Context: an optimization exercise on an open-source flow, tuned for small area. The choices shown serve that exercise and are no tape-out recipe. In this exercise RTL edits were held to simulation tests only and were not proved equivalent to the original. Power figures rest on the tool's default switching activity, not on a simulated workload.

--- config.mk ---
export PLATFORM = sky130hd
export DESIGN_NAME = measure_bw
export DESIGN_NICKNAME = measure_bw
export VERILOG_FILES = /design/flow/design.v
export SDC_FILE = /design/flow/constraint.sdc
export NUM_CORES = 4
export LEC_CHECK = 0
export CAP_MARGIN = 10
export CORE_MARGIN = 2
export CORE_UTILIZATION = 70
export SLEW_MARGIN = 10
--- constraint.sdc ---
create_clock -name core_clock -period 8.0 [get_ports {AXI_ACLK}]
set_input_delay 1.6000 -clock core_clock [delete_from_list [all_inputs] [get_ports {AXI_ACLK}]]
set_output_delay 1.6000 -clock core_clock [all_outputs]
set_load 0.01 [all_outputs]
--- design.v ---
`timescale 1ns / 1ps
module measure_bw#
(
    parameter[63:0] ADDRESS_OFFSET        = 64'h0000_0000,
    parameter       MAX_OUTSTANDING_RREQ  = 8,
    parameter       MAX_OUTSTANDING_WREQ  = 8,
    parameter       AXI_DATA_WIDTH        = 64,
    parameter       AXI_ADDR_WIDTH        = 64
)
(
    input wire  AXI_ACLK, AXI_ARESETN,
    input  wire[6-1 : 0]    S_AXI_AWADDR,   
    input  wire                             S_AXI_AWVALID,  
    output wire                                             S_AXI_AWREADY,
    input  wire[2 : 0]                      S_AXI_AWPROT,
    input  wire[32-1 : 0]    S_AXI_WDATA,      
    input  wire                             S_AXI_WVALID,
    input  wire[(32/8)-1:0]  S_AXI_WSTRB,
    output wire                                             S_AXI_WREADY,
    output  wire[1 : 0]                                     S_AXI_BRESP,
    output  wire                                            S_AXI_BVALID,
    input   wire                            S_AXI_BREADY,
    input  wire[6-1 : 0]    S_AXI_ARADDR,     
    input  wire                             S_AXI_ARVALID,
    input  wire[2 : 0]                      S_AXI_ARPROT,     
    output wire                                             S_AXI_ARREADY,
    output  wire[32-1 : 0]                   S_AXI_RDATA,
    output  wire                                            S_AXI_RVALID,
    output  wire[1 : 0]                                     S_AXI_RRESP,
    input   wire                            S_AXI_RREADY,
    output wire[AXI_ADDR_WIDTH-1 : 0]      M_AXI_ARADDR,     
    output wire                            M_AXI_ARVALID,
    output wire[2:0]                       M_AXI_ARPROT,     
    output wire                            M_AXI_ARLOCK,
    output wire[3:0]                       M_AXI_ARID,
    output wire[7:0]                       M_AXI_ARLEN,
    output wire[2:0]                       M_AXI_ARSIZE,
    output wire[1:0]                       M_AXI_ARBURST,
    output wire[3:0]                       M_AXI_ARCACHE,
    output wire[3:0]                       M_AXI_ARQOS,
    input  wire                                              M_AXI_ARREADY,
    input  wire[AXI_DATA_WIDTH-1 : 0]                        M_AXI_RDATA,
    input  wire                                              M_AXI_RVALID,
    input  wire[1:0]                                         M_AXI_RRESP,
    input  wire                                              M_AXI_RLAST,
    output wire                            M_AXI_RREADY,
    output wire[AXI_ADDR_WIDTH-1:0]        M_AXI_AWADDR,
    output wire                            M_AXI_AWVALID,
    output wire[2:0]                       M_AXI_AWPROT,
    output wire[3:0]                       M_AXI_AWID,
    output wire[7:0]                       M_AXI_AWLEN,
    output wire[2:0]                       M_AXI_AWSIZE,
    output wire[1:0]                       M_AXI_AWBURST,
    output wire                            M_AXI_AWLOCK,
    output wire[3:0]                       M_AXI_AWCACHE,
    output wire[3:0]                       M_AXI_AWQOS,
    input  wire                                              M_AXI_AWREADY,
    output wire[AXI_DATA_WIDTH-1 : 0]      M_AXI_WDATA,
    output wire                            M_AXI_WVALID,
    output wire[(AXI_DATA_WIDTH/8)-1:0]    M_AXI_WSTRB,
    output wire                            M_AXI_WLAST,
    input  wire                                              M_AXI_WREADY,
    input  wire[1:0]                                         M_AXI_BRESP,
    input  wire                                              M_AXI_BVALID,
    output wire                           M_AXI_BREADY
 );
    localparam REG_CTL_STAT = 4'd10;
    reg       wx, wy, wz;
    reg [3:0] s_awaddr;              
    reg [1:0] s_wdata;               
    assign S_AXI_AWREADY = ~(wx | wy | wz);
    assign S_AXI_WREADY  = ~(wx | wy);
    assign S_AXI_BVALID  = wx;
    wire       s_whs    = S_AXI_WVALID & ~wx & ~wy & AXI_ARESETN;
    wire       s_wfirst = wy & wz;                         
    wire [3:0] s_wreg   = wz ? s_awaddr : S_AXI_AWADDR[5:2];
    assign S_AXI_BRESP = {(s_awaddr[3] & (s_awaddr[2] | ~s_awaddr[1] | s_awaddr[0])), 1'b0};
    always @(posedge AXI_ACLK) begin
        wz <= AXI_ARESETN & ~wx & ~wy & (wz | S_AXI_AWVALID);
        wy <= AXI_ARESETN & (s_whs | (wy & ~wx) | (wx & ~S_AXI_BREADY));
        wx <= AXI_ARESETN & ((wy & ~wz & ~wx) | (wx & ~S_AXI_BREADY));
        if (S_AXI_AWREADY) s_awaddr <= S_AXI_AWADDR[5:2];
        s_wdata <= S_AXI_WDATA[1:0];
    end
    reg [31:0] raddr_h, raddr_l, waddr_h, waddr_l, blk_size, blk_count;
    reg [31:0] cstart_h, cstart_l;
    reg        cstart_h_ok, cstart_l_ok;
    always @(posedge AXI_ACLK) begin
        if (s_whs) case (s_wreg)
            4'd0: raddr_h   <= S_AXI_WDATA;
            4'd1: raddr_l   <= S_AXI_WDATA;
            4'd2: waddr_h   <= S_AXI_WDATA;
            4'd3: waddr_l   <= S_AXI_WDATA;
            4'd4: blk_size  <= S_AXI_WDATA;
            4'd5: blk_count <= S_AXI_WDATA;
            4'd6: cstart_h  <= S_AXI_WDATA;
            4'd7: cstart_l  <= S_AXI_WDATA;
            default: ;
        endcase
        cstart_h_ok <= AXI_ARESETN & (cstart_h_ok | (s_whs & s_wreg == 4'd6));
        cstart_l_ok <= AXI_ARESETN & (cstart_l_ok | (s_whs & s_wreg == 4'd7));
    end
    reg start_read, start_write;
    wire r_act, b_act;               
    wire rdone, bdone;               
    wire go = AXI_ARESETN & s_wfirst & (s_awaddr == REG_CTL_STAT)
            & ~start_read & ~r_act & ~start_write & ~b_act & (blk_count[19:0] != 0);
    reg [63:0] cycle_counter, elapsed_read_cycles, elapsed_write_cycles;
    reg [31:0] xfer_block_size;
    reg [3:0]  count_lo;             
    wire [63:0] cc_inc;
    mbw_inc #(64) u_cc_inc (.a(cycle_counter), .ci(1'b1), .s(cc_inc));
    wire [63:0] cstart = {cstart_h & {32{cstart_h_ok}}, cstart_l & {32{cstart_l_ok}}};
    always @(posedge AXI_ACLK) begin
        start_read  <= go & s_wdata[0];
        start_write <= go & s_wdata[1];
        cycle_counter <= go ? cstart : cc_inc;
        if (go) begin
            xfer_block_size <= blk_size;
            count_lo        <= blk_count[3:0];
        end
        if (rdone & AXI_ARESETN) elapsed_read_cycles  <= cycle_counter;
        if (bdone & AXI_ARESETN) elapsed_write_cycles <= cycle_counter;
    end
    wire [7:0] burst_len = xfer_block_size[10:3] - 1'b1;
    reg  [19:0] ar_n, aw_n;
    wire        m_arhs, m_awhs;      
    wire [19:0] ar_inc, aw_inc;
    mbw_inc #(20) u_ar_inc (.a(ar_n), .ci(m_arhs), .s(ar_inc));
    mbw_inc #(20) u_aw_inc (.a(aw_n), .ci(m_awhs), .s(aw_inc));
    wire ar_last = (&ar_inc[19:4]) & (ar_inc[3:0] == count_lo);
    wire aw_last = (&aw_inc[19:4]) & (aw_inc[3:0] == count_lo);
    reg  [63:0] araddr, awaddr;
    wire [32:0] ara_lo = {1'b0, araddr[31:0]} + {1'b0, xfer_block_size};
    wire [32:0] awa_lo = {1'b0, awaddr[31:0]} + {1'b0, xfer_block_size};
    wire [31:0] ara_hi, awa_hi;
    mbw_inc #(32) u_ara_inc (.a(araddr[63:32]), .ci(m_arhs & ara_lo[32]), .s(ara_hi));
    mbw_inc #(32) u_awa_inc (.a(awaddr[63:32]), .ci(m_awhs & awa_lo[32]), .s(awa_hi));
    reg        ar_act;               
    reg [3:0]  r_out;                
    assign r_act = ar_act | (r_out != 4'd0);
    assign M_AXI_ARVALID = ar_act & ~r_out[3];
    assign M_AXI_ARADDR  = araddr;
    assign M_AXI_ARID    = ar_n[3:0];
    assign M_AXI_ARLEN   = burst_len;
    assign M_AXI_ARSIZE  = 3'd3;
    assign M_AXI_ARBURST = 2'd1;
    assign M_AXI_ARPROT  = 3'd0;
    assign M_AXI_ARLOCK  = 1'b0;
    assign M_AXI_ARCACHE = 4'd0;
    assign M_AXI_ARQOS   = 4'd0;
    assign M_AXI_RREADY  = r_act;
    assign m_arhs = M_AXI_ARVALID & M_AXI_ARREADY;
    wire m_rlhs = M_AXI_RVALID & M_AXI_RLAST & r_act;
    assign rdone = m_rlhs & ~ar_act & (r_out == 4'd1);
    always @(posedge AXI_ACLK) begin
        ar_act <= AXI_ARESETN & (start_read | (ar_act & ~(m_arhs & ar_last)));
        if (go) begin
            ar_n   <= {~blk_count[19:4], 4'd0};
            araddr <= {raddr_h, raddr_l};
        end else begin
            ar_n          <= ar_inc;
            araddr[63:32] <= ara_hi;
            if (m_arhs) araddr[31:0] <= ara_lo[31:0];
        end
    end
    reg        aw_act;               
    reg [3:0]  wq_out;               
    reg [3:0]  b_out;                
    assign b_act = aw_act | (b_out != 4'd0);
    reg [8:0]  wbeat;                
    reg [31:0] wdata;
    wire [8:0]  wbeat_inc;
    wire [31:0] wdata_inc;
    wire        m_whs;
    mbw_inc #(9)  u_wb_inc (.a(wbeat), .ci(1'b1), .s(wbeat_inc));
    mbw_inc #(32) u_wd_inc (.a(wdata), .ci(m_whs), .s(wdata_inc));
    wire wb_last = (wbeat_inc == xfer_block_size[11:3]);
    assign M_AXI_AWVALID = aw_act & ~b_out[3];
    assign M_AXI_AWADDR  = awaddr;
    assign M_AXI_AWID    = aw_n[3:0];
    assign M_AXI_AWLEN   = burst_len;
    assign M_AXI_AWSIZE  = 3'd3;
    assign M_AXI_AWBURST = 2'd1;
    assign M_AXI_AWPROT  = 3'd0;
    assign M_AXI_AWLOCK  = 1'b0;
    assign M_AXI_AWCACHE = 4'd0;
    assign M_AXI_AWQOS   = 4'd0;
    assign M_AXI_WDATA   = {wdata, {(AXI_DATA_WIDTH-32){1'b0}}};
    assign M_AXI_WVALID  = (wq_out != 4'd0);
    assign M_AXI_WSTRB   = {(AXI_DATA_WIDTH/8){1'b1}};
    assign M_AXI_WLAST   = wb_last;
    assign M_AXI_BREADY  = b_act;
    assign m_awhs = M_AXI_AWVALID & M_AXI_AWREADY;
    assign m_whs = M_AXI_WVALID & M_AXI_WREADY;
    wire m_wlhs = m_whs & wb_last;
    wire m_bhs  = M_AXI_BVALID & b_act;
    assign bdone = m_bhs & ~aw_act & (b_out == 4'd1);
    always @(posedge AXI_ACLK) begin
        aw_act <= AXI_ARESETN & (start_write | (aw_act & ~(m_awhs & aw_last)));
        if (go) begin
            aw_n   <= {~blk_count[19:4], 4'd0};
            awaddr <= {waddr_h, waddr_l};
            wbeat  <= 0;
            wdata  <= 0;
        end else begin
            aw_n          <= aw_inc;
            awaddr[63:32] <= awa_hi;
            if (m_awhs) awaddr[31:0] <= awa_lo[31:0];
            wdata <= wdata_inc;
            if (m_whs) wbeat <= wbeat_inc & {9{~wb_last}};
        end
    end
    always @(posedge AXI_ACLK) begin
        if (AXI_ARESETN == 0) begin
            r_out  <= 0;
            wq_out <= 0;
            b_out  <= 0;
        end else begin
            r_out  <= r_out  + m_arhs - m_rlhs;
            wq_out <= wq_out + m_awhs - m_wlhs;
            b_out  <= b_out  + m_awhs - m_bhs;
        end
    end
    reg        ra, rb;
    reg [31:0] s_rdata;
    reg        s_rerr;
    assign S_AXI_ARREADY = ~(ra | rb);
    assign S_AXI_RVALID  = ra & ~rb;
    assign S_AXI_RDATA   = s_rdata;
    assign S_AXI_RRESP   = {s_rerr, 1'b0};
    wire [3:0] ra_reg  = S_AXI_ARADDR[5:2];
    wire       rd_load = S_AXI_ARREADY & S_AXI_ARVALID;
    wire       rd_cfg  = rd_load & (ra_reg <= 4'd5);
    wire       rd_bad  = rd_load & (ra_reg >  REG_CTL_STAT);
    wire [3:0] ra_res  = ra_reg - 4'd5;
    reg  [2:0] rd_res;               
    wire [31:0] rd_next =
          ({32{~rd_load & (rd_res == 3'd0)}} & s_rdata)
        | ({32{rd_cfg & ra_reg == 4'd0}} & raddr_h)
        | ({32{rd_cfg & ra_reg == 4'd1}} & raddr_l)
        | ({32{rd_cfg & ra_reg == 4'd2}} & waddr_h)
        | ({32{rd_cfg & ra_reg == 4'd3}} & waddr_l)
        | ({32{rd_cfg & ra_reg == 4'd4}} & blk_size)
        | ({32{rd_cfg & ra_reg == 4'd5}} & blk_count)
        | ({32{rd_bad}} & 32'h0DEC0DE0)
        | ({32{rd_res == 3'd1}} & elapsed_read_cycles[63:32])
        | ({32{rd_res == 3'd2}} & elapsed_read_cycles[31: 0])
        | ({32{rd_res == 3'd3}} & elapsed_write_cycles[63:32])
        | ({32{rd_res == 3'd4}} & elapsed_write_cycles[31: 0])
        | ({32{rd_res == 3'd5}} & {30'd0, start_write | b_act, start_read | r_act});
    always @(posedge AXI_ACLK) begin
        rb <= AXI_ARESETN & ~ra & (rb | S_AXI_ARVALID);
        ra <= AXI_ARESETN & (rb | (ra & ~S_AXI_RREADY));
        rd_res <= (rd_load & ~rd_cfg & ~rd_bad) ? ra_res[2:0] : 3'd0;
        if (rd_load) s_rerr <= rd_bad;
        s_rdata <= rd_next;
    end
endmodule
module mbw_inc #(parameter N = 8)
(
    input  wire [N-1:0] a,
    input  wire         ci,
    output wire [N-1:0] s
);
    localparam NB = (N + 7) / 8;
    wire [NB:0] blk_c;               
    wire [N:0]  c;
    assign blk_c[0] = ci;
    genvar i;
    generate for (i = 0; i < NB; i = i + 1) begin : g_blk
        assign blk_c[i+1] = blk_c[i] & (&a[(8*i+7 < N ? 8*i+7 : N-1) : 8*i]);
    end endgenerate
    generate for (i = 0; i < N; i = i + 1) begin : g_bit
        assign c[i]   = (i % 8 == 0) ? blk_c[i/8] : (a[i-1] & c[i-1]);
        assign s[i]   = a[i] ^ c[i];
    end endgenerate
endmodule
--- flow/run.sh ---
#!/bin/bash
# Layout flow: the standard layout (standard.sh) with these changes to how the layout is made:
#  - after the standard synthesis (run unchanged), its combinational logic is re-mapped for area
#    with Yosys/ABC (flow/remap.ys.in, flow/remap.abc); every flip-flop instance is kept as the
#    standard synthesis made it (same names and cell types);
#  - the port buffers that global placement inserts use the smallest buffer cell;
#  - the clock tree uses larger sink clusters and no dummy loads.
# Each tool's whole output goes to a log file of its own in this folder (ORFS steps also keep
# their logs under orfs/logs/).
set -euo pipefail
here=$(pwd)
lib=$FLOW_HOME/platforms/$FLOW_PLATFORM/lib/sky130_fd_sc_hd__tt_025C_1v80.lib
res=$here/orfs/results/$FLOW_PLATFORM/measure_bw/base
yosys_exe=$(command -v yosys || echo "$FLOW_HOME/../tools/install/yosys/bin/yosys")

export BUFFER_PORTS_ARGS="-buffer_cell sky130_fd_sc_hd__buf_1"
export CTS_ARGS="-sink_clustering_enable -repair_clock_nets -sink_clustering_size 26 -sink_clustering_max_diameter 100 -dont_use_dummy_load"

# 1. the standard synthesis
bash standard.sh synth > standard_synth.log 2>&1

# 2. re-map its combinational logic
cp "$res/1_2_yosys.v" "$here/synth_standard.v"
dont_use=$(sed -n '/DONT_USE_CELLS *+=/,/^ *$/p' "$FLOW_HOME/platforms/$FLOW_PLATFORM/config.mk" \
           | grep -o 'sky130_fd_sc_hd__[a-z0-9_]*' | sed 's/^/-dont_use /' | tr '\n' ' ')
printf 'set_driving_cell sky130_fd_sc_hd__buf_1\nset_load 5\n' > "$here/remap.constr"
sed -e "s#@LIB@#$lib#g" -e "s#@IN@#$here/synth_standard.v#" -e "s#@TOP@#$FLOW_TOP#" \
    -e "s#@DONTUSE@#$dont_use#" -e "s#@ABC@#$here/flow/remap.abc#" \
    -e "s#@CONSTR@#$here/remap.constr#" -e "s#@OUT@#$here/synth_remapped.v#" \
    flow/remap.ys.in > "$here/remap.ys"
"$yosys_exe" -s "$here/remap.ys" > remap.log 2>&1
cp "$here/synth_remapped.v" "$res/1_2_yosys.v"
rm -f "$res/1_synth.odb" "$res/1_synth.sdc"

# 3. the rest of the standard layout, from the re-mapped netlist
bash standard.sh > standard.log 2>&1
--- flow/remap.abc ---
strash
ifraig
scorr
dc2
strash
&get -n
&dch -f
&nf -D 5000
&put
topo
stime -c
--- flow/remap.ys.in ---
# Re-map the combinational logic of the standard synthesis's netlist for area.
# Flip-flops are kept as they are (same instances, names and cell types).
read_liberty -overwrite -ignore_miss_func @LIB@
blackbox sky130_fd_sc_hd__df* sky130_fd_sc_hd__edf* sky130_fd_sc_hd__sdf* sky130_fd_sc_hd__sedf* sky130_fd_sc_hd__dl* sky130_fd_sc_hd__conb_1 sky130_fd_sc_hd__buf_4
read_verilog @IN@
hierarchy -top @TOP@
flatten
delete t:$scopeinfo
rename -hide w:*.*
opt_clean
abc -liberty @LIB@ @DONTUSE@ -script @ABC@ -constr @CONSTR@ -D 6000
splitnets
opt_clean -purge
hilomap -singleton -hicell sky130_fd_sc_hd__conb_1 HI -locell sky130_fd_sc_hd__conb_1 LO
insbuf -buf sky130_fd_sc_hd__buf_4 A X
opt_clean -purge
read_liberty -lib -overwrite -ignore_miss_func @LIB@
check
stat -liberty @LIB@
write_verilog -noattr -noexpr -nohex -nodec @OUT@
--- standard.sh ---
#!/bin/bash
# synth_recipe.tcl (not shown) runs the flow's synth.tcl, then flattens the netlist and writes it again
# the make line also repeats each setting of config.mk as NAME=value (left out here)
make -C /OpenROAD-flow-scripts/flow DESIGN_CONFIG=/design/flow/config.mk WORK_HOME=/design/flow/orfs CLKGATE_MAP_FILE= SYNTH_SCRIPT=/design/flow/synth_recipe.tcl "${@:-finish}"
==> flow_metrics.tcl, run 1 <==
set metrics [dict create \
    worst_pin_slew_ps 1252 \
    viasPerCell 6.631 \
    slew_viol_final 0 \
    fmax_ghz 0.1555 \
    worst_setup_path_start_kind "flip-flop" \
    antenna_found_initial 3 \
    arrival_ps 6950 \
    syn_inst 2722 \
    ios 440 \
    h-tree-depth 2 \
    initial_utilization 0.7113 \
    reg2reg_to "awaddr[62]" \
    synth_warnings 1 \
    hp-start "ra" \
    reg2reg_depth 19 \
    grt_max_degree 103 \
    postRouteAntennaNets 0 \
    gp_congestion 0.9561 \
    drc 0 \
    grt_pass1_vias 22005 \
    rsz0062_at_grt "false" \
    required_ps 8520 \
    worst-setup-path-type "flip-flop to flip-flop" \
    path_max_fanout 6 \
    netlist_area_um2 31520 \
    final_critical_path_setup_slack_ps 1571 \
    drv_cap 0 \
    cp-end-kind "flip-flop" \
    dieArea_um2 46740 \
    cellLeakagePower_uw 0.01157 \
    pre_cts_slack_ps 1822 \
    finalSetupTns_ps 0 \
    syn_area_per_cell_um2 11.58 \
    cts_buffer_depth 3 \
    hpwlAfterDp_mm 62.30 \
    slew_headroom 0.1636 \
    reg2reg_slack_ps 1570 \
    fin_crit_sh 0.8036 \
    coreArea_um2 44320 \
    grt_pass1_wl_mm 132.8 \
    cts_made_buffers 35 \
    first_iter_violations 3860 \
    r2r_start "xfer_block_size[1]" \
    firstDrtPassIters 10 \
    clk_pin_slew_ps 100 \
    finalHoldViolations 0 \
    drive_above_1_share 0.02983 \
    fin_worst_skew_ps 54.55 \
    cts.sinks 758 \
    port_buffers 281 \
    avgRoutedWirePerCell_um 24.61 \
    finalNetCount 3188 \
    die_x_um 216.2 \
    route.vias.total 24170 \
    root_buffer "clkbuf_16" \
    area_growth_pct 8.415 \
    hold_path.class "flip-flop to flip-flop" \
    cts_hold_buf 0 \
    clkLatencyLatePin_ps 590 \
    ir_drop_uv 244.7 \
    powerDensity_nw_per_um2 209.8 \
    drt-total-wl_mm 89.72 \
    fin_crit_ps 6429 \
    holdPathEnd "rb" \
    hold_depth 1 \
    finalSetupViolCount 0 \
    timing.hold.ws_ps 439.3 \
    post-cts-setup-buffers 0 \
    grt_use_total 0.3770 \
    die_h_um 216.2 \
    cts_tree "yes" \
    overflow 0 \
    row_count 77 \
    outcome "complete, no violations" \
    cts_resized 0 \
]
[metal layers]
| metal | track usage | up-vias | share of wire |
|---|---|---|---|
| li1 | - | 10680 | - |
| met1 | 0.5538 | 11586 | 0.38 |
| met2 | 0.5703 | 1702 | 0.45 |
| met3 | 0.07298 | 200 | 0.13 |
| met4 | 0.1288 | 2 | 0.036 |
| met5 | 0 | - | 0.00017 |
[final cells by class]
| class | count | area, µm² |
|---|---|---|
| Tap cell | 592 | 740.7 |
| Timing Repair Buffer | 313 | 1308 |
| Antenna cell | 2 | 5.005 |
| Multi-Input combinational cell | 1898 | 10990 |
| Sequential cell | 758 | 20070 |
| Fill cell | 2838 | 10140 |
| Inverter | 47 | 181.4 |
| Clock buffer | 35 | 875.8 |
[per-stage QoR]
step           power (µW)  instance area (µm²)  utilization  std cells
6_report             7170                34170       0.7711       3645
5_1_grt              7368                34170       0.7710       3643
4_1_cts              7148                34170       0.7710       3643
3_5_place_dp         5292                33290       0.7512       3608
3_3_place_gp         5240                33290       0.7512       3608
2_1_floorplan        5011                31810            -       2796
[worst max-delay path, cell delays in order (launching register included)]
cell and delay, ps:
edfxtp_1 490, a22oi_1 160, o31ai_1 440, maj3_1 420, a211oi_1 130, o21ai_0 390
a31oi_1 240, o21ai_0 220, a31oi_1 180, nor4b_1 490, o31a_1 290, o21ai_0 280
nor4_1 360, buf_4 190, nand4_1 310, nor4_1 630, nand4_1 350, or3_1 430
and2_0 170, o31ai_1 170
[cells in the final DEF, fill, tap and decap left out, drive strengths merged, types with 14 or more instances in the layout]
cell,count
edfxtp,489
nand2,324
buf,313
dfxtp,269
nor2,255
a21oi,172
o21ai,170
xnor2,113
xor2,92
conb,76
nand3,75
a222oi,74
nor3,74
and3,54
nand4,52
clkinv,46
and2,37
a21o,35
a22oi,35
clkbuf,35
o31ai,28
a31oi,23
and4,20
nor4,17
nor2b,14
nand2b,14
a221oi,14
[worst max path at each step]
stage	startpoint	endpoint	slack (ps)	cells past startpoint
global route	xfer_block_size[1]	awaddr[62]	1020	19
floorplan	AXI_ARESETN	cycle_counter[10]	130	8
CTS	xfer_block_size[1]	awaddr[62]	1790	19
finish	xfer_block_size[1]	awaddr[62]	1570	19
global placement	xfer_block_size[1]	awaddr[62]	1900	19
detailed placement	M_AXI_WREADY	wdata[31]	1820	20
[where the power goes]
| group | internal [µW] | total [µW] | switching, µW |
|---|---|---|---|
| sequential | 4360 | 4580 | 220 |
| combinational | 238 | 655 | 417 |
| clock | 790 | 1930 | 1150 |
| total | 5390 | 7170 | 1780 |
==> inputs of run 2 (changes only) <==
--- a/flow/run.sh
+++ b/flow/run.sh
@@ -4,7 +4,8 @@
 #    with Yosys/ABC (flow/remap.ys.in, flow/remap.abc); every flip-flop instance is kept as the
 #    standard synthesis made it (same names and cell types);
 #  - the port buffers that global placement inserts use the smallest buffer cell;
-#  - the clock tree uses larger sink clusters and no dummy loads.
+#  - the clock tree uses larger sink clusters and no dummy loads;
+#  - constant outputs share their tie cells (no tie fanout repair).
 # Each tool's whole output goes to a log file of its own in this folder (ORFS steps also keep
 # their logs under orfs/logs/).
 set -euo pipefail
@@ -14,6 +15,7 @@
 yosys_exe=$(command -v yosys || echo "$FLOW_HOME/../tools/install/yosys/bin/yosys")
 
 export BUFFER_PORTS_ARGS="-buffer_cell sky130_fd_sc_hd__buf_1"
+export SKIP_REPAIR_TIE_FANOUT=1
 export CTS_ARGS="-sink_clustering_enable -repair_clock_nets -sink_clustering_size 26 -sink_clustering_max_diameter 100 -dont_use_dummy_load"
 
 # 1. the standard synthesis
==> run 2 against run 1 <==
Final area down 0.83%. Power shrank 0.13%. Flip-flop and latch count unchanged. Cell count is 2.1% lower. Combinational power about the same. Maximum frequency fell by 0.35%. Critical path depth did not move. Register-to-register slack worse by 20 ps. Sequential power hardly changed. Routed wire length about the same. Count of clock-buffer cells in the layout unchanged. Critical endpoint unchanged.
==> flow_metrics.tcl, run 2 <==
set metrics [dict create \
    cts_tree "yes" \
    outcome "complete, no violations" \
    finalSetupViolCount 0 \
    cts_buffer_depth 3 \
    hpwlAfterDp_mm 61.62 \
    synth_warnings 1 \
    cts_resized 0 \
    fin_worst_skew_ps 60.53 \
    syn_inst 2722 \
    final_cell_area_um2 33890 \
    area_growth_pct 7.514 \
    final_common_cell "edfxtp_1" \
    required_ps 8520 \
    drive_above_1_share 0.03089 \
    cts_made_buffers 35 \
    route.vias.total 23817 \
    finalNetCount 3115 \
    post-route-util 0.7647 \
    die_h_um 216.2 \
    post_dp_cell_area_um2 33010 \
    die_x_um 216.2 \
    final_cell_mix "edfxtp_1, nand2_1, buf_1" \
    cellLeakagePower_uw 0.01133 \
    slew_viol_final 0 \
    cp-end-kind "flip-flop" \
    arrival_ps 6970 \
    fin_crit_sh 0.8064 \
    cts_hold_buf 0 \
    overflow 0 \
    post-cts-setup-buffers 0 \
    grt_max_degree 167 \
    finalSetupTns_ps 0 \
    coreArea_um2 44320 \
    ir_drop_uv 268.9 \
    h-tree-depth 2 \
    fmax_ghz 0.1550 \
    rsz0062_at_grt "false" \
    viasPerCell 6.671 \
    path_max_fanout 6 \
    row_count 77 \
    netlist_area_um2 31520 \
    powerDensity_nw_per_um2 211.3 \
    first_iter_violations 3868 \
    cts.sinks 758 \
    gp_congestion 0.9357 \
    clk_pin_slew_ps 100 \
    syn_area_per_cell_um2 11.58 \
    dieArea_um2 46740 \
    postRouteAntennaNets 0 \
    ios 440 \
    firstDrtPassIters 12 \
    power_uw 7161 \
    worst-setup-path-type "flip-flop to flip-flop" \
    worst_setup_path_start_kind "flip-flop" \
    num_antenna_cells 0 \
    antenna_found_initial 4 \
    grt_use_total 0.3781 \
    initial_utilization 0.7113 \
    slew_headroom 0.1516 \
    worst_pin_slew_ps 1273 \
    avgRoutedWirePerCell_um 25.11 \
    port_buffers 281 \
    drt-total-wl_mm 89.66 \
    drc 0 \
    drv_cap 0 \
    finalHoldViolations 0 \
    clkLatencyLatePin_ps 590 \
    grt_pass1_wl_mm 133.0 \
    grt_pass1_vias 22067 \
    root_buffer "clkbuf_16" \
    hold_path.class "flip-flop to flip-flop" \
    fin_crit_ps 6452 \
]
==> run 2: cell types whose count changed in the layout (fill, tap and decap cells not counted) <==
cell,change
nor4b_2,+1
nor4b_4,-1
diode_2,-2
buf_4,+1
conb_1,-74
==> run 2: power by group <==
| part | internal, µW | leakage, µW | total (µW) | switching, µW |
|---|---|---|---|---|
| sequential | 4360 | 0.00643 | 4580 | 220 |
| clock | 790 | 0.000431 | 1930 | 1140 |
| combinational | 238 | 0.00447 | 652 | 414 |
==> run 2: worst max-delay path: stages, from the launching register on <==
cell and delay [ps]:
edfxtp_1 480, a22oi_1 160, o31ai_1 430, maj3_1 400
a211oi_1 140, o21ai_0 410, a31oi_1 240, o21ai_0 230
a31oi_1 180, nor4b_1 540, o31a_1 280, o21ai_0 290
nor4_1 350, buf_4 190, nand4_1 280, nor4_1 650
nand4_1 330, or3_1 430, and2_0 180, o31ai_1 180
==> run 2: final cells by class <==
type                    count  area, µm²
multi-input cells        1824      10710
fillers                  2851      10430
flip-flops and latches    758      20070
inverters                  47      181.4
repair buffers            314       1315
well taps                 592      740.7
clock buffers              35      875.8
==> run 2: routing by layer <==
layer / global-route usage / wire length, µm
met4: 0.1210 / 2885
met2: 0.5774 / 40170
met5: 0 / 27
met3: 0.08295 / 12510
met1: 0.5473 / 34070
==> run 2: worst paths after layout <==
check | from | end | slack, ps | cells past startpoint
worst max-delay path | xfer_block_size[1] | awaddr[62] | 1550 | 19
worst min-delay path | cstart_h[1] | cycle_counter[33] | 400 | 1
worst max register to register | xfer_block_size[1] | awaddr[62] | 1550 | 19
worst min register to register | cstart_h[1] | cycle_counter[33] | 400 | 1
==> run 2: through the flow <==
stage,hold slack [ps],worst slack [ps],std cells
after floorplan,405.7,131.1,2722
after global placement,411.9,1892,3535
after detailed placement,415.7,1718,3535
after CTS,407.2,1668,3570
after global routing,432.0,1129,3570
final,404.8,1548,3570
==> inputs of run 3 (changes only) <==
--- a/flow/run.sh
+++ b/flow/run.sh
@@ -16,7 +16,7 @@
 
 export BUFFER_PORTS_ARGS="-buffer_cell sky130_fd_sc_hd__buf_1"
 export SKIP_REPAIR_TIE_FANOUT=1
-export CTS_ARGS="-sink_clustering_enable -repair_clock_nets -sink_clustering_size 26 -sink_clustering_max_diameter 100 -dont_use_dummy_load"
+export CTS_ARGS="-sink_clustering_enable -repair_clock_nets -sink_clustering_size 28 -sink_clustering_max_diameter 100 -dont_use_dummy_load"
 
 # 1. the standard synthesis
 bash standard.sh synth > standard_synth.log 2>&1
==> run 3 against run 2 <==
Still clean. Sequential power is essentially flat. Critical path depth is the same. Area after synthesis is the same.
==> flow_metrics.tcl, run 3 <==
set metrics [dict create \
    outcome "complete, no violations" \
    cts_hold_buf 0 \
    syn_inst 2722 \
    finalSetupTns_ps 0 \
    path_max_fanout 6 \
    die_h_um 216.2 \
    final_common_cell "edfxtp_1" \
    r2r_start "xfer_block_size[1]" \
    drt-total-wl_mm 89.02 \
    dr_wl_met3_mm 12.96 \
    worst_pin_slew_ps 1257 \
    post-cts-setup-buffers 0 \
    syn_area_per_cell_um2 11.58 \
    p_comb_frac 0.092 \
    ir_drop_uv 222.1 \
    post_dp_cell_area_um2 33010 \
    final_critical_path_setup_slack_ps 1536 \
    grt_max_degree 167 \
    grt_use_total 0.3748 \
    cp-startpoint "xfer_block_size[1]" \
    power_switching_uw 1742 \
    hpwlAfterDp_mm 61.62 \
    cts_buffer_depth 3 \
    finalNetCount 3111 \
    antenna_found_initial 4 \
    drc 0 \
    top_layer "met5" \
    fin_crit_sh 0.8080 \
    grt_pass1_vias 21907 \
    drive_above_1_share 0.02959 \
    postRouteAntennaNets 0 \
    critPathBufInv 1 \
    nFillCells 2859 \
    final_cell_area_um2 33790 \
    timing.hold.ws_ps 431.7 \
    clkLatencyLatePin_ps 650 \
    required_ps 8570 \
    finalHoldViolations 0 \
    final_cell_mix "edfxtp_1, nand2_1, buf_1" \
    dr_wl_met2_mm 39.57 \
    ios 440 \
    reg2reg_to "awaddr[62]" \
    die_x_um 216.2 \
    synth_warnings 1 \
    grt_pass1_wl_mm 132.6 \
    area_growth_pct 7.196 \
    firstDrtPassIters 11 \
    route.vias.total 23757 \
    cellLeakagePower_uw 0.01128 \
    crit_cells 19 \
    drv_cap 0 \
    seqPwrFrac 0.651 \
    num_antenna_cells 0 \
    worstPathCellList "a22oi_1, o31ai_1, maj3_1, a211oi_1, o21ai_0, a31oi_1, o21ai_0, a31oi_1, nor4b_1, o31a_1, o21ai_0, nor4_1, buf_4, nand4_1, nor4_1, nand4_1, or3_1, and2_0, o31ai_1" \
    crit_top_cell "o21ai_0" \
    first_iter_violations 3966 \
    coreArea_um2 44320 \
    slowest_delay_ps 640 \
    switching_share 0.2477 \
    fmax_ghz 0.1547 \
    viasPerCell 6.662 \
    port_buffers 281 \
    p_int_uw 5291 \
    reg2reg_slack_ps 1540 \
    pre_cts_slack_ps 1718 \
    cts.sinks 758 \
    finalSetupViolCount 0 \
    clk_pin_slew_ps 110 \
    initial_utilization 0.7113 \
    slew_headroom 0.1621 \
    slew_viol_final 0 \
    cts_made_buffers 31 \
    crit_end "awaddr[62]" \
    gp_congestion 0.9357 \
    arrival_ps 7030 \
    cts_tree "yes" \
    clockPowerShare 0.257 \
    reg2reg_depth 19 \
    cts_resized 0 \
    worst-setup-path-type "flip-flop to flip-flop" \
    netlist_area_um2 31520 \
    fin_worst_skew_ps 68.90 \
    slowest_stage "nor4_1" \
    worst_setup_path_start_kind "flip-flop" \
    powerDensity_nw_per_um2 208.1 \
    avgRoutedWirePerCell_um 24.96 \
    h-tree-depth 1 \
    row_count 77 \
    hold_path.class "flip-flop to flip-flop" \
    hp-start "ra" \
    fin_crit_ps 6464 \
    wl_met1_mm 33.54 \
    rsz0062_at_grt "false" \
    dieArea_um2 46740 \
    crit_family "simple AND/OR/NAND/NOR gates" \
    overflow 0 \
    cp-end-kind "flip-flop" \
    root_buffer "clkbuf_16" \
]
run 3: how the worst min path moves through the flow:
stage | depth (start not counted) | to
after floorplan | 1 | rb
after global placement | 1 | start_write
after detailed placement | 1 | start_write
after CTS | 1 | rb
after global routing | 1 | start_read
final | 1 | rb
run 3: per-stage QoR:
step	util	power [µW]	std cells
finish	0.7625	7032	3566
global route	0.7625	7211	3566
CTS	0.7625	7004	3566
detailed placement	0.7449	5284	3535
global placement	0.7449	5236	3535
floorplan	-	5011	2722
run 3: layer usage:
| layer | GRT usage | vias to the layer above |
|---|---|---|
| li1 | - | 10588 |
| met1 | 0.5491 | 11255 |
| met4 | 0.1062 | 4 |
| met3 | 0.08168 | 206 |
| met2 | 0.5720 | 1704 |
| met5 | 0 | - |
run 3: power groups by stage:
stage / Clock (µW) / Combinational, µW / Sequential (µW)
after CTS: 1800 / 634 / 4570
after global routing: 1910 / 703 / 4600
after floorplan: 0 / 400 / 4610
after global placement: 0 / 600 / 4640
final: 1800 / 648 / 4580
after detailed placement: 0 / 628 / 4660
run 3: final cells by class:
| type | instances | area (µm²) | area share |
|---|---|---|---|
| repair buffers | 314 | 1315 | 0.03892 |
| clock buffers | 31 | 775.7 | 0.02296 |
| multi-input cells | 1824 | 10710 | 0.3169 |
| inverters | 47 | 181.4 | 0.005369 |
| well taps | 592 | 740.7 | 0.02192 |
| flip-flops and latches | 758 | 20070 | 0.5939 |
run 3: worst register-to-register path, delay by kind of cell (launching register included):
family	cells	cell delay, ps
and+or+nand+nor	7	2780
DFF	1	480
AOI/OAI and AO/OA	10	2510
buffers and inverters	1	190
adders and majority gates	1	410
==> inputs of run 4 (changes only) <==
--- a/flow/run.sh
+++ b/flow/run.sh
@@ -4,8 +4,7 @@
 #    with Yosys/ABC (flow/remap.ys.in, flow/remap.abc); every flip-flop instance is kept as the
 #    standard synthesis made it (same names and cell types);
 #  - the port buffers that global placement inserts use the smallest buffer cell;
-#  - the clock tree uses larger sink clusters and no dummy loads;
-#  - constant outputs share their tie cells (no tie fanout repair).
+#  - the clock tree uses larger sink clusters and no dummy loads.
 # Each tool's whole output goes to a log file of its own in this folder (ORFS steps also keep
 # their logs under orfs/logs/).
 set -euo pipefail
@@ -15,8 +14,7 @@
 yosys_exe=$(command -v yosys || echo "$FLOW_HOME/../tools/install/yosys/bin/yosys")
 
 export BUFFER_PORTS_ARGS="-buffer_cell sky130_fd_sc_hd__buf_1"
-export SKIP_REPAIR_TIE_FANOUT=1
-export CTS_ARGS="-sink_clustering_enable -repair_clock_nets -sink_clustering_size 28 -sink_clustering_max_diameter 100 -dont_use_dummy_load"
+export CTS_ARGS="-sink_clustering_enable -repair_clock_nets -sink_clustering_size 27 -sink_clustering_max_diameter 100 -dont_use_dummy_load"
 
 # 1. the standard synthesis
 bash standard.sh synth > standard_synth.log 2>&1
==> flow/remap.abc (replaced) <==
strash
ifraig
scorr
dc2
strash
&get -n
&dch -f
&nf -D 5000
&put
strash
ifraig
dc2
strash
&get -n
&dch -f
&nf -D 5000
&put
topo
stime -c
--- a/config.mk
+++ b/config.mk
@@ -7,5 +7,5 @@
 export LEC_CHECK = 0
 export CAP_MARGIN = 10
 export CORE_MARGIN = 2
-export CORE_UTILIZATION = 70
+export CORE_UTILIZATION = 75
 export SLEW_MARGIN = 10
==> run 4 against run 3 <==
Still clean on timing, DRC and antenna. Die area fell by 6.8%. Clock power rose by 6%. Sequential share of layout area fell by 0.62 points. Sequential power barely moved. First-iteration DRC count fell by 1.0%. Via count rose by 2.8%. Worst setup slack got worse by 1200 ps. Utilization rose by 5.7 points. Count of clock-buffer cells in the layout rose by 3. Routed wire length rose by 0.46%. Critical path depth rose by 6. Final area rose by 1.1%. Critical endpoint is now araddr[63]. Largest cell class unchanged.
==> flow_metrics.tcl, run 4 <==
set metrics [dict create \
    drc 0 \
    antenna_found_initial 3 \
    post-route-util 0.8196 \
    finalSetupViolCount 0 \
    first_iter_violations 3925 \
    nFillCells 2456 \
    netlist_area_um2 31430 \
    final_cells 3616 \
    final_critical_path_setup_slack_ps 293.1 \
    ios 440 \
    finalNetCount 3211 \
    dr_wl_met2_mm 41.33 \
    port_buffers 281 \
    gp_congestion 0.9291 \
    path_max_fanout 6 \
    grt_max_degree 94 \
    final_common_cell "edfxtp_1" \
    fin_worst_skew_ps 65.51 \
    cts.sinks 758 \
    route.vias.total 24428 \
    avgRoutedWirePerCell_um 24.73 \
    drt-total-wl_mm 89.42 \
    final_cell_area_um2 34150 \
    final_cell_mix "edfxtp_1, nand2_1, buf_1" \
    post_dp_cell_area_um2 33250 \
    grt_pass1_wl_mm 133.0 \
    dp_cells 3579 \
    cts_made_buffers 34 \
    worst_pin_slew_ps 1171 \
    coreArea_um2 41670 \
    rsz0062_at_grt "false" \
    row_count 75 \
    pre_cts_slack_ps -69.65 \
    area_growth_pct 8.634 \
    firstDrtPassIters 10 \
    cts_tree "yes" \
    worst_setup_path_start_kind "flip-flop" \
    grt_use_total 0.4040 \
    powerDensity_nw_per_um2 208.6 \
    hold_path.class "flip-flop to flip-flop" \
    wl_met1_mm 31.96 \
    synth_warnings 1 \
    post-cts-setup-buffers 0 \
    worst-setup-path-type "flip-flop to flip-flop" \
    root_buffer "clkbuf_16" \
    hpwlAfterDp_mm 59.41 \
    cellLeakagePower_uw 0.01171 \
    syn_inst 2729 \
    outcome "complete, no violations" \
    viasPerCell 6.756 \
    dr_wl_met3_mm 11.74 \
    die_h_um 208.7 \
    clk_pin_slew_ps 100 \
    finalHoldViolations 0 \
    drive_above_1_share 0.03806 \
    cts_hold_buf 0 \
    initial_utilization 0.7544 \
    postRouteAntennaNets 0 \
    cts_buffer_depth 3 \
    cp-end-kind "flip-flop" \
    fin_crit_ps 7707 \
    overflow 0 \
    fin_crit_sh 0.9634 \
    ir_drop_uv 187.1 \
    h-tree-depth 2 \
    grt_pass1_vias 23262 \
    required_ps 8460 \
    slew_headroom 0.2167 \
    fmax_ghz 0.1298 \
    top_layer "met4" \
    dieArea_um2 43560 \
    arrival_ps 8160 \
    slew_viol_final 0 \
    die_x_um 208.7 \
    clkLatencyLatePin_ps 600 \
    syn_area_per_cell_um2 11.52 \
    drv_cap 0 \
]
==> run 4: final cells by class <==
class / count / area [µm²] / share of cell area
Antenna cell: 3 / 7.507 / 0.0002199
Clock buffer: 34 / 850.8 / 0.02492
Inverter: 57 / 216.5 / 0.006339
Multi-Input combinational cell: 1895 / 10910 / 0.3194
Sequential cell: 758 / 20070 / 0.5877
Tap cell: 539 / 674.4 / 0.01975
Timing Repair Buffer: 330 / 1423 / 0.04166
==> run 4: power by group <==
group	internal, µW	switching, µW
sequential	4370	202
clock	768	1140
combinational	230	415
==> run 4: per-stage QoR <==
stage,power (µW),setup TNS [ps],hold slack [ps]
6_report,7124,0,398.3
5_1_grt,7291,0,391.9
4_1_cts,7089,0,389.6
3_5_place_dp,5268,-69.65,420.2
3_3_place_gp,5208,0,412.1
2_1_floorplan,5005,0,405.7
==> run 4: repair_timing <==
| item | in CTS | in global routing |
|---|---|---|
| gates resized for setup | 1 | 7 |
| setup endpoints to repair | 2 | 9 |
| pin swaps | 0 | 1 |
==> run 4: layer usage <==
layer  global-route usage  up-vias
li1                     -    10659
met1               0.5386    11596
met2               0.6431     1842
met3              0.09062      331
met5                    0        -
met4               0.1828        0
==> run 4: worst paths after layout <==
kind / start / endpoint / slack (ps) / cells after the start
worst max register to register: xfer_block_size[1] / araddr[63] / 290 / 25
worst min-delay path: blk_size[1] / xfer_block_size[1] / 400 / 0
worst min register to register: blk_size[1] / xfer_block_size[1] / 400 / 0
worst max-delay path: xfer_block_size[1] / araddr[63] / 290 / 25
==> run 4: critical path, cell delays in order (launching register included) <==
cell and delay [ps]:
edfxtp_1 510, o211ai_1 260, a31oi_1 200, maj3_1 470
maj3_1 460, maj3_1 480, a221o_1 390, a21oi_1 280
o31ai_2 140, a21o_1 220, a21boi_0 430, o211a_1 410
o31ai_2 140, a211oi_1 610, nor3_2 160, o2111a_1 390
nand4_1 230, nor4_1 100, buf_4 160, and4_1 230
and4_1 310, and4_1 280, and3_1 280, nand4_1 160
xor2_1 160, o21ai_0 90
==> inputs of run 5 (changes only) <==
--- a/design.v
+++ b/design.v
@@ -101,7 +101,7 @@
         cstart_l_ok <= AXI_ARESETN & (cstart_l_ok | (s_whs & s_wreg == 4'd7));
     end
     reg start_read, start_write;
-    wire r_act, b_act;               
+    reg r_act, b_act;                
     wire rdone, bdone;               
     wire go = AXI_ARESETN & s_wfirst & (s_awaddr == REG_CTL_STAT)
             & ~start_read & ~r_act & ~start_write & ~b_act & (blk_count[19:0] != 0);
@@ -136,9 +136,8 @@
     wire [31:0] ara_hi, awa_hi;
     mbw_inc #(32) u_ara_inc (.a(araddr[63:32]), .ci(m_arhs & ara_lo[32]), .s(ara_hi));
     mbw_inc #(32) u_awa_inc (.a(awaddr[63:32]), .ci(m_awhs & awa_lo[32]), .s(awa_hi));
-    reg        ar_act;               
+    reg        ar_act;
     reg [3:0]  r_out;                
-    assign r_act = ar_act | (r_out != 4'd0);
     assign M_AXI_ARVALID = ar_act & ~r_out[3];
     assign M_AXI_ARADDR  = araddr;
     assign M_AXI_ARID    = ar_n[3:0];
@@ -155,19 +154,21 @@
     assign rdone = m_rlhs & ~ar_act & (r_out == 4'd1);
     always @(posedge AXI_ACLK) begin
         ar_act <= AXI_ARESETN & (start_read | (ar_act & ~(m_arhs & ar_last)));
+        r_act  <= AXI_ARESETN & (start_read | (r_act & ~rdone));
         if (go) begin
             ar_n   <= {~blk_count[19:4], 4'd0};
             araddr <= {raddr_h, raddr_l};
+            r_out  <= 0;
         end else begin
             ar_n          <= ar_inc;
             araddr[63:32] <= ara_hi;
             if (m_arhs) araddr[31:0] <= ara_lo[31:0];
+            r_out <= r_out + m_arhs - m_rlhs;
         end
     end
-    reg        aw_act;               
+    reg        aw_act, w_act;
     reg [3:0]  wq_out;               
     reg [3:0]  b_out;                
-    assign b_act = aw_act | (b_out != 4'd0);
     reg [8:0]  wbeat;                
     reg [31:0] wdata;
     wire [8:0]  wbeat_inc;
@@ -187,7 +188,7 @@
     assign M_AXI_AWCACHE = 4'd0;
     assign M_AXI_AWQOS   = 4'd0;
     assign M_AXI_WDATA   = {wdata, {(AXI_DATA_WIDTH-32){1'b0}}};
-    assign M_AXI_WVALID  = (wq_out != 4'd0);
+    assign M_AXI_WVALID  = w_act & (wq_out != 0);
     assign M_AXI_WSTRB   = {(AXI_DATA_WIDTH/8){1'b1}};
     assign M_AXI_WLAST   = wb_last;
     assign M_AXI_BREADY  = b_act;
@@ -195,31 +196,27 @@
     assign m_whs = M_AXI_WVALID & M_AXI_WREADY;
     wire m_wlhs = m_whs & wb_last;
     wire m_bhs  = M_AXI_BVALID & b_act;
+    wire wdone  = m_wlhs & ~aw_act & (wq_out == 4'd1);
     assign bdone = m_bhs & ~aw_act & (b_out == 4'd1);
     always @(posedge AXI_ACLK) begin
         aw_act <= AXI_ARESETN & (start_write | (aw_act & ~(m_awhs & aw_last)));
+        w_act  <= AXI_ARESETN & (start_write | (w_act & ~wdone));
+        b_act  <= AXI_ARESETN & (start_write | (b_act & ~bdone));
         if (go) begin
             aw_n   <= {~blk_count[19:4], 4'd0};
             awaddr <= {waddr_h, waddr_l};
+            wq_out <= 0;
+            b_out  <= 0;
             wbeat  <= 0;
             wdata  <= 0;
         end else begin
             aw_n          <= aw_inc;
             awaddr[63:32] <= awa_hi;
             if (m_awhs) awaddr[31:0] <= awa_lo[31:0];
+            wq_out <= wq_out + m_awhs - m_wlhs;
+            b_out  <= b_out  + m_awhs - m_bhs;
             wdata <= wdata_inc;
             if (m_whs) wbeat <= wbeat_inc & {9{~wb_last}};
-        end
-    end
-    always @(posedge AXI_ACLK) begin
-        if (AXI_ARESETN == 0) begin
-            r_out  <= 0;
-            wq_out <= 0;
-            b_out  <= 0;
-        end else begin
-            r_out  <= r_out  + m_arhs - m_rlhs;
-            wq_out <= wq_out + m_awhs - m_wlhs;
-            b_out  <= b_out  + m_awhs - m_bhs;
         end
     end
     reg        ra, rb;
==> run.sh (new file) <==
#!/bin/bash
# synth_recipe.tcl (not shown) runs the flow's synth.tcl, then flattens the netlist and writes it again
# the make line also repeats each setting of config.mk as NAME=value (left out here)
make -C /OpenROAD-flow-scripts/flow DESIGN_CONFIG=/design/flow/config.mk WORK_HOME=/design/flow/orfs CLKGATE_MAP_FILE= SYNTH_SCRIPT=/design/flow/synth_recipe.tcl finish
--- a/config.mk
+++ b/config.mk
@@ -5,7 +5,9 @@
 export SDC_FILE = /design/flow/constraint.sdc
 export NUM_CORES = 4
 export LEC_CHECK = 0
-export CAP_MARGIN = 10
+export CAP_MARGIN = 20
 export CORE_MARGIN = 2
-export CORE_UTILIZATION = 75
-export SLEW_MARGIN = 10
+export CORE_UTILIZATION = 65
+export CTS_CLUSTER_DIAMETER = 100
+export CTS_CLUSTER_SIZE = 26
+export SLEW_MARGIN = 20
removed: flow/run.sh
removed: flow/remap.abc
removed: flow/remap.ys.in
removed: standard.sh
==> run 5 against run 4 <==
Still clean. Routed wire length shrank 3.0%. Combinational power fell by 5.7%. Worst setup slack improved by 2300 ps. Clock skew decreased by 45 ps. Critical path type is now flip-flop to primary output.
==> flow_metrics.tcl, run 5 <==
set metrics [dict create \
    required_ps 6400 \
    pre_cts_slack_ps 2615 \
    num_antenna_cells 0 \
    clk_pin_slew_ps 110 \
    worst-setup-path-type "flip-flop to primary output" \
    ys_types 78 \
    grt_use_total 0.3236 \
    drv_cap 0 \
    critPathBufInv 1 \
    cp-end-kind "primary output" \
    grt_max_degree 142 \
    coreArea_um2 51090 \
    synth-seq-cells 761 \
    route.vias.total 22976 \
    port_buffers 281 \
    netlist_area_um2 33390 \
    nFillCells 3542 \
    row_count 83 \
    yosysSeqAreaShare 0.6028 \
    final_cell_mix "edfxtp_1, nand2_1, clkdlybuf4s50_1" \
    finalNetCount 3427 \
    slew_viol_final 0 \
    syn_inst 2818 \
    synth_most_common_cell "edfxtp_1" \
    seqPwrFrac 0.625 \
    h-tree-depth 2 \
    arrival_ps 3840 \
    synth.area.top_cells "edfxtp_1, dfxtp_1, ha_1" \
    final_cell_area_um2 37490 \
    antenna_found_initial 2 \
    hpwlAfterDp_mm 63.04 \
    drc 0 \
    crit_family "adder cells" \
    firstDrtPassIters 9 \
    worst_setup_path_start_kind "flip-flop" \
    avgRoutedWirePerCell_um 23.25 \
    final_common_cell "edfxtp_1" \
    ys.flop_type "edfxtp_1" \
    initial_utilization 0.6536 \
    grt_pass1_vias 21915 \
    final_critical_path_setup_slack_ps 2562 \
    fin_worst_skew_ps 20.70 \
    clkLatencyLatePin_ps 600 \
    finalSetupTns_ps 0 \
    post-route-util 0.7337 \
    ir_drop_uv 218.7 \
    drive_above_1_share 0.03443 \
    async_reset_ff_frac 0 \
    fmax_ghz 0.1839 \
    postRouteAntennaNets 0 \
    dieArea_um2 53210 \
    overflow 0 \
    ios 440 \
    cts.sinks 761 \
    post_dp_cell_area_um2 36470 \
    root_buffer "clkbuf_16" \
    finalHoldViolations 0 \
    drt-total-wl_mm 86.73 \
    gp_congestion 0.9375 \
    fin_crit_sh 0.6797 \
    cts_hold_buf 0 \
    crit_top_cell "ha_1" \
    cts_made_buffers 35 \
    synth_enable_flop_cells 489 \
    cts_buffer_depth 3 \
    outcome "complete, no violations" \
    worstPathCellList "ha_1, ha_1, ha_1, ha_1, ha_1, ha_1, xor2_1, nor4_1, nand4_1, nor3_1, clkdlybuf4s50_1" \
    viasPerCell 6.160 \
    cts_resized 0 \
    clockPowerShare 0.289 \
    slew_headroom 0.3215 \
    power_uw 7117 \
    fin_crit_ps 5438 \
    post-cts-setup-buffers 0 \
    p_comb_frac 0.086 \
    synth_top_cell_area_share 0.4397 \
    synthTopCellsByCount "edfxtp_1, nand2_1, dfxtp_1, ha_1, a21oi_1" \
    p_int_uw 5440 \
    cts_tree "yes" \
    first_iter_violations 2822 \
    synth_warnings 1 \
    switching_share 0.2357 \
    power_switching_uw 1678 \
    rsz0062_at_grt "false" \
    slowest_stage "clkdlybuf4s50_1" \
    die_h_um 230.7 \
    synth_area_leader_cell "edfxtp_1" \
    finalSetupViolCount 0 \
    powerDensity_nw_per_um2 189.9 \
    cellLeakagePower_uw 0.01475 \
    area_growth_pct 12.26 \
    slowest_delay_ps 600 \
    hold_path.class "flip-flop to flip-flop" \
    die_x_um 230.7 \
    syn_area_per_cell_um2 11.85 \
    grt_pass1_wl_mm 129.5 \
    worst_pin_slew_ps 1018 \
    path_max_fanout 3 \
]
[run 5: changes by cell type in the layout (fill, tap and decap cells not counted), sizes merged, moves of 37 or more]
cell,before,now
buf,330,26
clkdlybuf4s50,0,281
ha,0,264
o21ai,212,95
nor2,236,130
nand2,336,441
inv,1,69
xnor2,134,72
clkinv,56,1
and3,57,9
a22oi,55,92
nand4,35,72
nor3,63,26
[run 5: area by class of cell]
type | instances | area (µm²) | area share
clock buffer | 59 | 965.9 | 0.02577
inverter | 65 | 251.5 | 0.006709
timing repair buffer | 307 | 3020 | 0.08057
sequential | 761 | 20130 | 0.5370
clock inverter | 5 | 48.80 | 0.001302
tap | 680 | 850.8 | 0.02270
multi-input combinational | 1853 | 12220 | 0.3259
[run 5: metal layers]
layer,vias to the layer above,track usage,wire (µm)
li1,10527,-,-
met1,11140,0.4751,36000
met2,1197,0.4904,38290
met3,110,0.06695,10020
met4,2,0.09274,2344
met5,-,0.01011,72
[run 5: power by group through the flow]
| stage | Clock (µW) | Combinational [µW] | Sequential [µW] |
|---|---|---|---|
| global route | 2190 | 668 | 4460 |
| global placement | 0 | 577 | 4530 |
| floorplan | 0 | 311 | 4500 |
| detailed placement | 0 | 597 | 4530 |
| finish | 2060 | 609 | 4450 |
| CTS | 2080 | 604 | 4450 |
[run 5: final timing paths]
path,from,slack [ps],cells past startpoint,end
max,wbeat[0],2560,11,M_AXI_WLAST
min,s_wdata[1],450,1,start_write
max reg2reg,xfer_block_size[3],3400,18,awaddr[63]
min reg2reg,s_wdata[1],450,1,start_write
[run 5: metrics by stage]
| step | cells | hold WS (ps) |
|---|---|---|
| 2_1_floorplan | 2892 | 405.7 |
| 3_3_place_gp | 3665 | 409.2 |
| 3_5_place_dp | 3666 | 425.7 |
| 4_1_cts | 3730 | 455.9 |
| 5_1_grt | 3730 | 473.4 |
| 6_report | 3730 | 450.6 |
[run 5: logic make-up (layout without fill, tap and decap cells)]
kind of cell / after synthesis / after routing / synth area share
muxes: 2 / 2 / 0.0006744
and+or+nand+nor: 897 / 897 / 0.1232
adders and majority gates: 269 / 269 / 0.1019
DFF: 761 / 761 / 0.6028
xor gates and xnor gates: 114 / 114 / 0.02990
AOI/OAI and AO/OA: 495 / 495 / 0.09918
buffers and inverters: 278 / 436 / 0.04219
other: 2 / 76 / 0.0002249

==> separate check: timing with driven ports <==
How much do the figures lean on ideal ports? The routed layouts below were timed once more, with nothing changed but the port constraints.
Step 1 sets driving cells, clkbuf_16 on the clock port and buf_2 on the other inputs (assumed; they add their load-dependent delay and slew).
Step 2 moves the port delays by t, midway between the first and last clock arrival at a register: inputs arrive t later, outputs are due t later. That takes back most of the time a late clock gives input paths.
Three values: no drivers, after step 1, after step 2; two values: the first two.
run | t (ns) | setup slack, ns | hold slack, ns | worst slew at a driven data input, ns
run 1 | 0.625 | 1.571 / 1.571 / 1.571 | 0.439 / 0.439 / 0.439 | 0.07
run 2 | 0.625 | 1.548 / 1.548 / 1.548 | 0.405 / 0.405 / 0.405 | 0.06
run 3 | 0.681 | 1.536 / 1.536 / 1.536 | 0.432 / 0.432 / 0.432 | 0.06
run 4 | 0.624 | 0.293 / 0.293 / 0.293 | 0.398 / 0.398 / 0.398 | 0.08
run 5 | 0.651 | 2.562 / 2.498 / 2.577 | 0.451 / 0.451 / 0.451 | 0.05
After both steps every run listed still meets setup and hold.
